What follows belongs to an exercise in optimizing a design on an open flow for small area and a short achievable clock period; a production flow would make more cautious choices.
At most, simulation tests tie the RTL to the original design; equivalence was not proved.
Power and IR drop assume default switching activity.

==> branch delta <==
// mul16
module mul16(
    input clk,
    input logic[15:0] a,
    input logic[15:0] b,
    output logic[31:0] r
);
Settings: LEC_CHECK=0, CAP_MARGIN=20, CORE_MARGIN=2, CORE_UTILIZATION=40, CTS_BUF_LIST=sky130_fd_sc_hd__clkbuf_8, CTS_CLUSTER_SIZE=12, SETUP_SLACK_MARGIN=2.0, SLEW_MARGIN=20, SYNTH_HIERARCHICAL=1, SYNTH_MINIMUM_KEEP_SIZE=0; clock period 5.5 ns.
standard.sh (not shown) runs the stock make flow with config.mk's settings and CLKGATE_MAP_FILE= SYNTH_SCRIPT=/design/flow/synth_recipe.tcl, a recipe that flattens the netlist after the stock synthesis.
==> flow/flow/run.sh <==
#!/bin/bash
# The standard layout (the standard.sh, standard synthesis unchanged), except that
# the port buffers are sky130_fd_sc_hd__buf_2 cells instead of the resizer's default pick
# (a clkdlybuf4s50_1 delay cell). Every input and output port still gets its buffer.
set -uo pipefail
export BUFFER_PORTS_ARGS="-buffer_cell sky130_fd_sc_hd__buf_2"
bash standard.sh > standard.log 2>&1
==> inputs of branch harbor, as changes to branch delta <==
==> flow/flow/run.sh (replaced) <==
#!/bin/bash
set -uo pipefail
here=$(pwd)
export BUFFER_PORTS_ARGS="-buffer_cell sky130_fd_sc_hd__buf_4"
export PRE_RESIZE_TCL="$here/flow/outbuf.tcl"
bash standard.sh > standard.log 2>&1
==> flow/flow/outbuf.tcl (new file) <==
# Sourced by ORFS's resize.tcl before repair_design: the buffer that buffer_ports put on
# each output port becomes a sky130_fd_sc_hd__buf_1.
set n 0
foreach port [get_ports -filter "direction==output"] {
  set net [get_nets [get_full_name $port]]
  foreach pin [get_pins -of_objects $net -filter "direction==output"] {
    set inst [get_cells -of_objects $pin]
    if {[get_property $inst ref_name] eq "sky130_fd_sc_hd__buf_4"} {
      replace_cell $inst sky130_fd_sc_hd__buf_1
      incr n
    }
  }
}
puts "outbuf.tcl: $n output buffers made buf_1"
==> inputs of branch amber, as changes to branch delta <==
--- a/flow/config.mk
+++ b/flow/config.mk
@@ -12,3 +12,3 @@
 export CTS_CLUSTER_SIZE = 12
-export SETUP_SLACK_MARGIN = 2.0
+export SETUP_SLACK_MARGIN = 2.2
 export SLEW_MARGIN = 20
==> qor summary <==
metric	branch delta	branch harbor	branch amber
Total sequential power	1.38 mW	1.38 mW	1.37 mW
Max transition margin	70.7%	71.0%	69.2%
Largest net degree at the start of global routing	18	20	18
Non-clock buffer share of cell area	3.42%	3.83%	3.64%
Ratio of final minimum period to clock period	60.8%	61.4%	59.0%
Non-filler cells, final	1101	1101	1103
Post-route cell area	9360 µm²	9420 µm²	9620 µm²
Power Dens Cells	667 nW/µm²	664 nW/µm²	672 nW/µm²
Routability-driven placement congestion ratio	0.866	0.842	0.894
Critical setup path kind	flop to flop	flop to flop	input pin to flop
Critical path's largest stage delay	0.45 ns	0.44 ns	0.55 ns
Run status	complete, no violations	complete, no violations	complete, no violations
Worst setup timing slack at the placement stage	1.77 ns	1.93 ns	1.84 ns
No functional check of the RTL was part of any run of this note.


==> fjord: inputs <==
Another version of the RTL of mul16 (not shown whole).
## mul16
module mul16(
    input clk,
    input logic[15:0] a,
    input logic[15:0] b,
    output logic[31:0] r
);
    wire pp0_0;
    wire pp0_1;
    wire pp0_2;
    wire pp0_3;
    wire pp0_4;
    wire pp0_5;
    wire pp0_6;
    wire pp0_7;
    wire pp0_8;
    wire pp0_9;
    wire pp0_10;
    wire pp0_11;
    wire pp0_12;
    wire pp0_13;
    wire pp0_14;
    wire pp0_15;
    wire pp1_0;
    wire pp1_1;
    wire pp1_2;
    wire pp1_3;
    wire pp1_4;
    wire pp1_5;
    wire pp1_6;
    wire pp1_7;
    wire pp1_8;
    wire pp1_9;
    wire pp1_10;
    wire pp1_11;
    wire pp1_12;
    wire pp1_13;
    wire pp1_14;
    wire pp1_15;
    wire pp2_0;
    wire pp2_1;
    wire pp2_2;
    wire pp2_3;
    wire pp2_4;
    wire pp2_5;
    wire pp2_6;
    wire pp2_7;
    wire pp2_8;
    wire pp2_9;
    wire pp2_10;
    wire pp2_11;
    wire pp2_12;
    wire pp2_13;
    wire pp2_14;
    wire pp2_15;
    wire pp3_0;
    wire pp3_1;
    wire pp3_2;
    wire pp3_3;
    wire pp3_4;
    wire pp3_5;
    wire pp3_6;
    wire pp3_7;
    wire pp3_8;
    wire pp3_9;
    wire pp3_10;
    wire pp3_11;
    wire pp3_12;
    wire pp3_13;
    wire pp3_14;
    wire pp3_15;
    wire pp4_0;
    wire pp4_1;
    wire pp4_2;
    wire pp4_3;
    wire pp4_4;
    wire pp4_5;
    wire pp4_6;
    wire pp4_7;
    wire pp4_8;
    wire pp4_9;
    wire pp4_10;
    wire pp4_11;
    wire pp4_12;
    wire pp4_13;
    wire pp4_14;
    wire pp4_15;
    wire pp5_0;
    wire pp5_1;
    wire pp5_2;
    wire pp5_3;
    wire pp5_4;
    wire pp5_5;
    wire pp5_6;
    wire pp5_7;
    wire pp5_8;
    wire pp5_9;
    wire pp5_10;
    wire pp5_11;
    wire pp5_12;
    wire pp5_13;
    wire pp5_14;
    wire pp5_15;
    wire pp6_0;
    wire pp6_1;
    wire pp6_2;
    wire pp6_3;
    wire pp6_4;
    wire pp6_5;
    wire pp6_6;
    wire pp6_7;
    wire pp6_8;
    wire pp6_9;
    wire pp6_10;
    wire pp6_11;
    wire pp6_12;
    wire pp6_13;
    wire pp6_14;
    wire pp6_15;
    wire pp7_0;
    wire pp7_1;
    wire pp7_2;
    wire pp7_3;
    wire pp7_4;
    wire pp7_5;
    wire pp7_6;
    wire pp7_7;
    wire pp7_8;
    wire pp7_9;
    wire pp7_10;
  ...
Settings: LEC_CHECK=0, CAP_MARGIN=20, CORE_MARGIN=2, CORE_UTILIZATION=40, SETUP_SLACK_MARGIN=2.0, SLEW_MARGIN=20, SYNTH_HIERARCHICAL=1, SYNTH_MINIMUM_KEEP_SIZE=0; clock period 5.5 ns.
==> flow/flow/run.sh <==
#!/bin/bash
# The standard layout (the standard.sh, standard synthesis unchanged), except that
# the port buffers are sky130_fd_sc_hd__buf_2 cells instead of the resizer's default pick
# (a clkdlybuf4s50_1 delay cell). Every input and output port still gets its buffer.
set -uo pipefail
export BUFFER_PORTS_ARGS="-buffer_cell sky130_fd_sc_hd__buf_2"
bash standard.sh > standard.log 2>&1
==> pepper: changes against fjord <==
--- a/flow/design.v
+++ b/flow/design.v
@@ -1200,104 +1200,74 @@
     wire P11 = p21 & p20;
     wire G12 = g23 | (p23 & g22);
     wire P12 = p23 & p22;
     wire G13 = g25 | (p25 & g24);
     wire P13 = p25 & p24;
-    wire G14 = g2 | (p2 & G1);
-    wire P14 = p2 & P1;
-    wire G15 = G2 | (P2 & G1);
-    wire P15 = P2 & P1;
-    wire G16 = g6 | (p6 & G3);
-    wire P16 = p6 & P3;
-    wire G17 = G4 | (P4 & G3);
-    wire P17 = P4 & P3;
-    wire G18 = g10 | (p10 & G5);
-    wire P18 = p10 & P5;
-    wire G19 = G6 | (P6 & G5);
-    wire P19 = P6 & P5;
-    wire G20 = g14 | (p14 & G7);
-    wire P20 = p14 & P7;
-    wire G21 = G8 | (P8 & G7);
-    wire P21 = P8 & P7;
-    wire G22 = g18 | (p18 & G9);
-    wire P22 = p18 & P9;
-    wire G23 = G10 | (P10 & G9);
-    wire P23 = P10 & P9;
-    wire G24 = g22 | (p22 & G11);
-    wire P24 = p22 & P11;
-    wire G25 = G12 | (P12 & G11);
-    wire P25 = P12 & P11;
-    wire G26 = g26 | (p26 & G13);
-    wire P26 = p26 & P13;
-    wire G27 = g4 | (p4 & G15);
-    wire P27 = p4 & P15;
-    wire G28 = G3 | (P3 & G15);
-    wire P28 = P3 & P15;
-    wire G29 = G16 | (P16 & G15);
-    wire P29 = P16 & P15;
-    wire G30 = G17 | (P17 & G15);
-    wire P30 = P17 & P15;
-    wire G31 = g12 | (p12 & G19);
-    wire P31 = p12 & P19;
-    wire G32 = G7 | (P7 & G19);
-    wire P32 = P7 & P19;
-    wire G33 = G20 | (P20 & G19);
-    wire P33 = P20 & P19;
-    wire G34 = G21 | (P21 & G19);
-    wire P34 = P21 & P19;
-    wire G35 = g20 | (p20 & G23);
-    wire P35 = p20 & P23;
-    wire G36 = G11 | (P11 & G23);
-    wire P36 = P11 & P23;
-    wire G37 = G24 | (P24 & G23);
-    wire P37 = P24 & P23;
-    wire G38 = G25 | (P25 & G23);
-    wire P38 = P25 & P23;
-    wire G39 = g8 | (p8 & G30);
-    wire P39 = p8 & P30;
-    wire G40 = G5 | (P5 & G30);
-    wire P40 = P5 & P30;
-    wire G41 = G18 | (P18 & G30);
-    wire P41 = P18 & P30;
-    wire G42 = G19 | (P19 & G30);
-    wire P42 = P19 & P30;
-    wire G43 = G31 | (P31 & G30);
-    wire P43 = P31 & P30;
-    wire G44 = G32 | (P32 & G30);
-    wire P44 = P32 & P30;
-    wire G45 = G33 | (P33 & G30);
-    wire P45 = P33 & P30;
-    wire G46 = G34 | (P34 & G30);
-    wire P46 = P34 & P30;
-    wire G47 = g24 | (p24 & G38);
-    wire P47 = p24 & P38;
-    wire G48 = G13 | (P13 & G38);
-    wire P48 = P13 & P38;
-    wire G49 = G26 | (P26 & G38);
-    wire P49 = P26 & P38;
-    wire G50 = g16 | (p16 & G46);
-    wire P50 = p16 & P46;
-    wire G51 = G9 | (P9 & G46);
-    wire P51 = P9 & P46;
-    wire G52 = G22 | (P22 & G46);
-    wire P52 = P22 & P46;
-    wire G53 = G23 | (P23 & G46);
-    wire P53 = P23 & P46;
-    wire G54 = G35 | (P35 & G46);
-    wire P54 = P35 & P46;
-    wire G55 = G36 | (P36 & G46);
-    wire P55 = P36 & P46;
-    wire G56 = G37 | (P37 & G46);
-    wire P56 = P37 & P46;
-    wire G57 = G38 | (P38 & G46);
-    wire P57 = P38 & P46;
-    wire G58 = G47 | (P47 & G46);
-    wire P58 = P47 & P46;
-    wire G59 = G48 | (P48 & G46);
-    wire P59 = P48 & P46;
-    wire G60 = G49 | (P49 & G46);
-    wire P60 = P49 & P46;
-    assign s = {~(p26 ^ G59), ~(p25 ^ G58), ~(p24 ^ G57), ~(p23 ^ G56), ~(p22 ^ G55), ~(p21 ^ G54), ~(p20 ^ G53), ~(p19 ^ G52), ~(p18 ^ G51), ~(p17 ^ G50), ~(p16 ^ G46), ~(p15 ^ G45), ~(p14 ^ G44), ~(p13 ^ G43), ~(p12 ^ G42), ~(p11 ^ G41), ~(p10 ^ G40), ~(p9 ^ G39), ~(p8 ^ G30), ~(p7 ^ G29), ~(p6 ^ G28), ~(p5 ^ G27), ~(p4 ^ G15), ~(p3 ^ G14), ~(p2 ^ G1), ~(p1 ^ g0), p0};
+    wire G14 = G2 | (P2 & G1);
+    wire P14 = P2 & P1;
+    wire G15 = G4 | (P4 & G3);
+    wire P15 = P4 & P3;
+    wire G16 = G6 | (P6 & G5);
+    wire P16 = P6 & P5;
+    wire G17 = G8 | (P8 & G7);
+    wire P17 = P8 & P7;
+    wire G18 = G10 | (P10 & G9);
+    wire P18 = P10 & P9;
+    wire G19 = G12 | (P12 & G11);
+    wire P19 = P12 & P11;
+    wire G20 = G15 | (P15 & G14);
+    wire P20 = P15 & P14;
+    wire G21 = G17 | (P17 & G16);
+    wire P21 = P17 & P16;
+    wire G22 = G19 | (P19 & G18);
+    wire P22 = P19 & P18;
+    wire G23 = G21 | (P21 & G20);
+    wire P23 = P21 & P20;
+    wire G24 = G22 | (P22 & G23);
+    wire P24 = P22 & P23;
+    wire G25 = G16 | (P16 & G20);
+    wire P25 = P16 & P20;
+    wire G26 = G18 | (P18 & G23);
+    wire P26 = P18 & P23;
+    wire G27 = G3 | (P3 & G14);
+    wire P27 = P3 & P14;
+    wire G28 = G5 | (P5 & G20);
+    wire P28 = P5 & P20;
+    wire G29 = G7 | (P7 & G25);
+    wire P29 = P7 & P25;
+    wire G30 = G9 | (P9 & G23);
+    wire P30 = P9 & P23;
+    wire G31 = G11 | (P11 & G26);
+    wire P31 = P11 & P26;
+    wire G32 = G13 | (P13 & G24);
+    wire P32 = P13 & P24;
+    wire G33 = g2 | (p2 & G1);
+    wire P33 = p2 & P1;
+    wire G34 = g4 | (p4 & G14);
+    wire P34 = p4 & P14;
+    wire G35 = g6 | (p6 & G27);
+    wire P35 = p6 & P27;
+    wire G36 = g8 | (p8 & G20);
+    wire P36 = p8 & P20;
+    wire G37 = g10 | (p10 & G28);
+    wire P37 = p10 & P28;
+    wire G38 = g12 | (p12 & G25);
+    wire P38 = p12 & P25;
+    wire G39 = g14 | (p14 & G29);
+    wire P39 = p14 & P29;
+    wire G40 = g16 | (p16 & G23);
+    wire P40 = p16 & P23;
+    wire G41 = g18 | (p18 & G30);
+    wire P41 = p18 & P30;
+    wire G42 = g20 | (p20 & G26);
+    wire P42 = p20 & P26;
+    wire G43 = g22 | (p22 & G31);
+    wire P43 = p22 & P31;
+    wire G44 = g24 | (p24 & G24);
+    wire P44 = p24 & P24;
+    wire G45 = g26 | (p26 & G32);
+    wire P45 = p26 & P32;
+    assign s = {~(p26 ^ G32), ~(p25 ^ G44), ~(p24 ^ G24), ~(p23 ^ G43), ~(p22 ^ G31), ~(p21 ^ G42), ~(p20 ^ G26), ~(p19 ^ G41), ~(p18 ^ G30), ~(p17 ^ G40), ~(p16 ^ G23), ~(p15 ^ G39), ~(p14 ^ G29), ~(p13 ^ G38), ~(p12 ^ G25), ~(p11 ^ G37), ~(p10 ^ G28), ~(p9 ^ G36), ~(p8 ^ G20), ~(p7 ^ G35), ~(p6 ^ G27), ~(p5 ^ G34), ~(p4 ^ G14), ~(p3 ^ G33), ~(p2 ^ G1), ~(p1 ^ g0), p0};
 endmodule
 module mul16_xnor(input x, input y, output s);
     assign s = ~(x ^ y);
 endmodule
--- a/flow/config.mk
+++ b/flow/config.mk
@@ -5,10 +5,12 @@
 export SDC_FILE = /design/flow/constraint.sdc
 export NUM_CORES = 4
 export LEC_CHECK = 0
 export CAP_MARGIN = 20
 export CORE_MARGIN = 2
-export CORE_UTILIZATION = 40
+export CORE_UTILIZATION = 75
+export CTS_BUF_LIST = sky130_fd_sc_hd__clkbuf_8
+export CTS_CLUSTER_SIZE = 12
 export SETUP_SLACK_MARGIN = 2.0
 export SLEW_MARGIN = 20
 export SYNTH_HIERARCHICAL = 1
 export SYNTH_MINIMUM_KEEP_SIZE = 0
==> flow_summary.yaml <==
floorplan:
  die-area_sq_um: 23100
setup_path:
  critical_path_buf_inv_count: 1
cells_and_area:
  nFillCells: 2085
  drive_gt1_share_pct: 12.9
placement:
  place_hpwl_um: 15100
outcome:
  status: "finished clean"
clock_network:
  clock-root-buffer: "clkbuf_16"
timing:
  min_period_ns: 3.40
  fin_crit_sh_pct: 61.8
  timing.final.ws_setup_ns: 2.10
route:
  met3_length_um: 1400
grt:
  grtUsageMet3_pct: 4.34
logic_synthesis:
  syn_inst: 797
The numbers above come from fjord.

==> flow_summary.yaml <==
outcome:
  status: "finished clean"
grt:
  grtUsageMet3_pct: 8.53
timing:
  timing.final.ws_setup_ns: 1.95
  fin_crit_sh_pct: 64.5
placement:
  place_hpwl_um: 14400
route:
  met3_length_um: 2140
setup_path:
  critical_path_buf_inv_count: 2
floorplan:
  die-area_sq_um: 12600
clock_network:
  clock-root-buffer: "clkbuf_8"
logic_synthesis:
  syn_inst: 800
cells_and_area:
  nFillCells: 693
The numbers above come from pepper.

No functional check of the RTL was part of fjord.

what the ideal ports hide:
The results above use ideal ports. As a check the final layouts listed here were re-extracted and re-timed, cells and wires unchanged. Step 1: set_driving_cell puts a clkbuf_16 on clk and a buf_2 on each other input, an assumption about the parent block. Step 2, shift: input delay + t, output delay - t, t = (earliest + latest rising clock arrival at the registers) / 2. This alone moves slack from input paths to output paths. a / b / c = no drivers / after step 1 / after step 2; a / b = the first two.
run	t, ns	slack for setup (ns)	worst setup path at the end	worst register clock-pin slew, ns
branch delta	0.428	2.156 / 2.156 / 1.784	input to register	0.10 / 0.10
branch harbor	0.437	2.125 / 2.124 / 1.913	input to register	0.12 / 0.12
branch amber	0.424	2.254 / 2.275 / 1.851	input to register	0.11 / 0.11
fjord	0.402	2.099 / 2.115 / 1.713	input to register	0.08 / 0.08
pepper	0.423	1.950 / 1.950 / 1.778	input to register	0.10 / 0.10
After both steps every run listed still meets setup and hold. The setup slack of branch amber, which loses most, moves by +0.021 ns with the drivers and by -0.403 ns with both steps.
